This is an optimization exercise on Yosys and OpenROAD, whose aim is small area, a short achievable clock period and few clock cycles, not a production implementation. Function was checked by simulation only, so behaviour that the tests miss may differ from the original. Power figures rest on the tool's default switching activity, not on a simulated workload.

==> flow/design.v (excerpt) <==
module source_64bit_mod3(s, f, x, e, clk);
output [1:0] s;
output reg f;
input wire [63:0] x;
input wire e;
input wire clk;
wire n1; g_nand2 u1 (.a(x[2]), .b(x[0]), .y(n1));
wire n2; g_nor2 u2 (.a(x[3]), .b(n1), .y(n2));
wire n3; g_nor2 u3 (.a(x[2]), .b(x[0]), .y(n3));
wire n4; g_a21oi u4 (.a1(x[3]), .a2(n3), .b1(n2), .y(n4));
wire n5; g_nand2 u5 (.a(x[1]), .b(n4), .y(n5));
wire n6; g_a211oi u6 (.a1(x[3]), .a2(n1), .b1(n2), .c1(n3), .y(n6));
wire n7; g_o22ai u7 (.a1(x[1]), .a2(n4), .b1(n5), .b2(n6), .y(n7));
wire n8; g_o21a u8 (.a1(x[1]), .a2(n6), .b1(n5), .y(n8));
wire n9; g_nand2 u9 (.a(x[6]), .b(x[4]), .y(n9));
wire n10; g_nor2 u10 (.a(x[7]), .b(n9), .y(n10));
wire n11; g_nor2 u11 (.a(x[6]), .b(x[4]), .y(n11));
wire n12; g_a21oi u12 (.a1(x[7]), .a2(n11), .b1(n10), .y(n12));
wire n13; g_nand2 u13 (.a(x[5]), .b(n12), .y(n13));
wire n14; g_a211oi u14 (.a1(x[7]), .a2(n9), .b1(n10), .c1(n11), .y(n14));
wire n15; g_o22ai u15 (.a1(x[5]), .a2(n12), .b1(n13), .b2(n14), .y(n15));
wire n16; g_o21a u16 (.a1(x[5]), .a2(n14), .b1(n13), .y(n16));
wire n17; g_nand2 u17 (.a(x[10]), .b(x[8]), .y(n17));
wire n18; g_nor2 u18 (.a(x[11]), .b(n17), .y(n18));
wire n19; g_nor2 u19 (.a(x[10]), .b(x[8]), .y(n19));
  ...
Size: ~9 flip-flops, about 69 I/O pins.
==> flow/config.mk <==
export PLATFORM = sky130hd
export DESIGN_NAME = source_64bit_mod3
export DESIGN_NICKNAME = source_64bit_mod3
export VERILOG_FILES = /design/flow/design.v
export SDC_FILE = /design/flow/constraint.sdc
export NUM_CORES = 4
export LEC_CHECK = 0
export CAP_MARGIN = 20
export CORE_AREA = 4 4 62 62
export CTS_BUF_LIST = sky130_fd_sc_hd__clkbuf_2
export DIE_AREA = 0 0 66 66
export SLEW_MARGIN = 20
export SYNTH_HIERARCHICAL = 1
export BUFFER_PORTS_ARGS = -buffer_cell sky130_fd_sc_hd__buf_1
export POST_FLOORPLAN_TCL = /design/flow/flow/downsize.tcl
export POST_GLOBAL_PLACE_TCL = /design/flow/flow/obuf.tcl
==> flow/constraint.sdc <==
create_clock -name core_clock -period 4.5 [get_ports {clk}]
set_input_delay 0.9000 -clock core_clock [delete_from_list [all_inputs] [get_ports {clk}]]
set_output_delay 0.9000 -clock core_clock [all_outputs]
set_load 0.01 [all_outputs]
standard.sh (not shown) runs the stock make flow with config.mk's settings and CLKGATE_MAP_FILE= SYNTH_SCRIPT=/design/flow/synth_recipe.tcl, a recipe that flattens the netlist after the stock synthesis.
==> flow/flow/run.sh <==
#!/bin/bash
HERE=$(pwd)
cat >> config.mk <<EOC
export BUFFER_PORTS_ARGS = -buffer_cell sky130_fd_sc_hd__buf_1
export POST_FLOORPLAN_TCL = $HERE/flow/downsize.tcl
export POST_GLOBAL_PLACE_TCL = $HERE/flow/obuf.tcl
EOC
bash standard.sh > standard.log 2>&1
==> flow/flow/downsize.tcl <==
# After floorplan: put every logic gate that synthesis upsized back to its _1 size.
# Timing repair later in the flow still upsizes whatever it needs to.
set db [ord::get_db]
set block [[$db getChip] getBlock]
set n 0
foreach inst [$block getInsts] {
  set name [[$inst getMaster] getName]
  if {[regexp {^(sky130_fd_sc_hd__(a21oi|a211oi|a22oi|o21ai|o22ai|o21a|nand2|nand3|nor2|nor3|xor2|xnor2))_[248]$} $name -> base]} {
    set new [$db findMaster ${base}_1]
    if {$new ne "NULL" && $new ne ""} {
      $inst swapMaster $new
      incr n
    }
  }
}
puts "downsize.tcl: resized $n instances to drive strength 1"
==> flow/flow/obuf.tcl <==
# After global placement: give the output ports a buf_2 instead of buf_1.
set db [ord::get_db]
set block [[$db getChip] getBlock]
set new [$db findMaster sky130_fd_sc_hd__buf_2]
set n 0
foreach inst [$block getInsts] {
  if {[string match "output*" [$inst getName]] && [[$inst getMaster] getName] eq "sky130_fd_sc_hd__buf_1"} {
    $inst swapMaster $new
    incr n
  }
}
puts "obuf.tcl: $n output buffers set to buf_2"
Testbench counts at the start, summed over its fixed seeds: cycles 1,600.
Then changed:
==> flow/flow/run.sh (replaced) <==
#!/bin/bash
HERE=$(pwd)
cat >> config.mk <<EOC
export BUFFER_PORTS_ARGS = -buffer_cell sky130_fd_sc_hd__buf_1
export POST_FLOORPLAN_TCL = $HERE/flow/downsize.tcl
EOC
bash standard.sh > standard.log 2>&1
CORE_AREA = 5 5 85 85   (was 4 4 62 62)
DIE_AREA = 0 0 90 90   (was 0 0 66 66)
POST_GLOBAL_PLACE_TCL = not set   (was /design/flow/flow/obuf.tcl)
removed: flow/flow/obuf.tcl
Synthesized area does not change.
Via count rose by 2.7%.
Hold slack loses 0.0063 ns.
Sequential share of layout area decreases by 0.20 points.
Then changed:
SETUP_SLACK_MARGIN = 2.4   (was not set)
Result: The new run finished with timing, DRC and antenna clean; non-clock buffer count rises by 1; critical path depth stays the same; count of clock-buffer cells in the layout does not change; die area is unchanged; synthesized cell count is unchanged; wire length rises by 14%; first-iteration DRC count falls by 43%; worst hold slack barely changes; combinational power rises by about 30%; maximum frequency rises by about 6%; setup slack gains 0.12 ns.
Then changed:
CORE_AREA = 4 4 62 62   (was 5 5 85 85)
DIE_AREA = 0 0 66 66   (was 0 0 90 90)
PLACE_DENSITY = 0.85   (was not set)
SETUP_SLACK_MARGIN = not set   (was 2.4)
After rerunning:
- power went down by 20%
- routed wire length went down by 25%
- setup slack gets worse by 0.11 ns
- fmax went down by 5.0%
- utilization went up by 22 points
- non-clock buffer count went down by 1
- worst hold slack gets better by 0.0091 ns
- sequential share of layout area went up by 1.1 points
Then changed:
CORE_AREA = 4 4 56 56   (was 4 4 62 62)
DIE_AREA = 0 0 60 60   (was 0 0 66 66)
PLACE_DENSITY = not set   (was 0.85)
Maximum frequency grows by 0.78%.
Final cell count shrinks by 3.4%.
Area after synthesis is unchanged.
Clock power grows by about 1%.
Setup slack improves by 0.017 ns.
Die area shrinks by 17%.
Global-route usage grows by 4.9 points.
Sequential share of layout area is about the same.
Via count grows by about 2%.
Critical path depth stays the same.
Non-clock buffer count does not change.
Then changed:
CORE_AREA = 4 4 62 62   (was 4 4 56 56)
DIE_AREA = 0 0 66 66   (was 0 0 60 60)
The changed run completed without violations.
Utilization drops by 13 points.
Non-clock buffer count does not change.
Power drops by 0.84%.
Hold slack improved by 0.012 ns.
Via count drops by 1.9%.
Synthesized cell count does not change.
Fmax hardly moves.

-- afterwards: timing with drivers on the ports --
In the flow no input, the clock included, has a driving cell. The finished layouts below were timed again as built, in two steps.
Step 1, drivers: a clkbuf_16 drives clk and a buf_2 each remaining input, both assumed.
Step 2 adds t to the input delays and takes it off the output delays; t is the mean of the earliest and latest rising clock arrival at the registers after step 1. Input paths then give back, and output paths get back, about the clock's delay inside the block.
Three values: ideal ports, drivers, drivers and shift; two values: the first two.
| run | shift t [ns] | setup WS [ns] | worst slew at a driven data input, ns | cell pins on the clock port's net |
|---|---|---|---|---|
| the first run | 0.255 | 2.368 / 2.349 / 2.264 | 0.03 | 1 |
| the second run | 0.254 | 2.326 / 2.305 / 2.201 | 0.04 | 1 |
| the third run | 0.255 | 2.446 / 2.425 / 2.246 | 0.04 | 1 |
| the fourth run | 0.247 | 2.337 / 2.319 / 2.240 | 0.03 | 1 |
| the fifth run | 0.257 | 2.354 / 2.335 / 2.247 | 0.03 | 1 |
| the sixth run | 0.248 | 2.358 / 2.339 / 2.262 | 0.03 | 1 |
After both steps setup and hold are still met in every run listed. The setup slack of the third run, which loses most, moves by -0.021 ns with the drivers and by -0.200 ns with both steps.
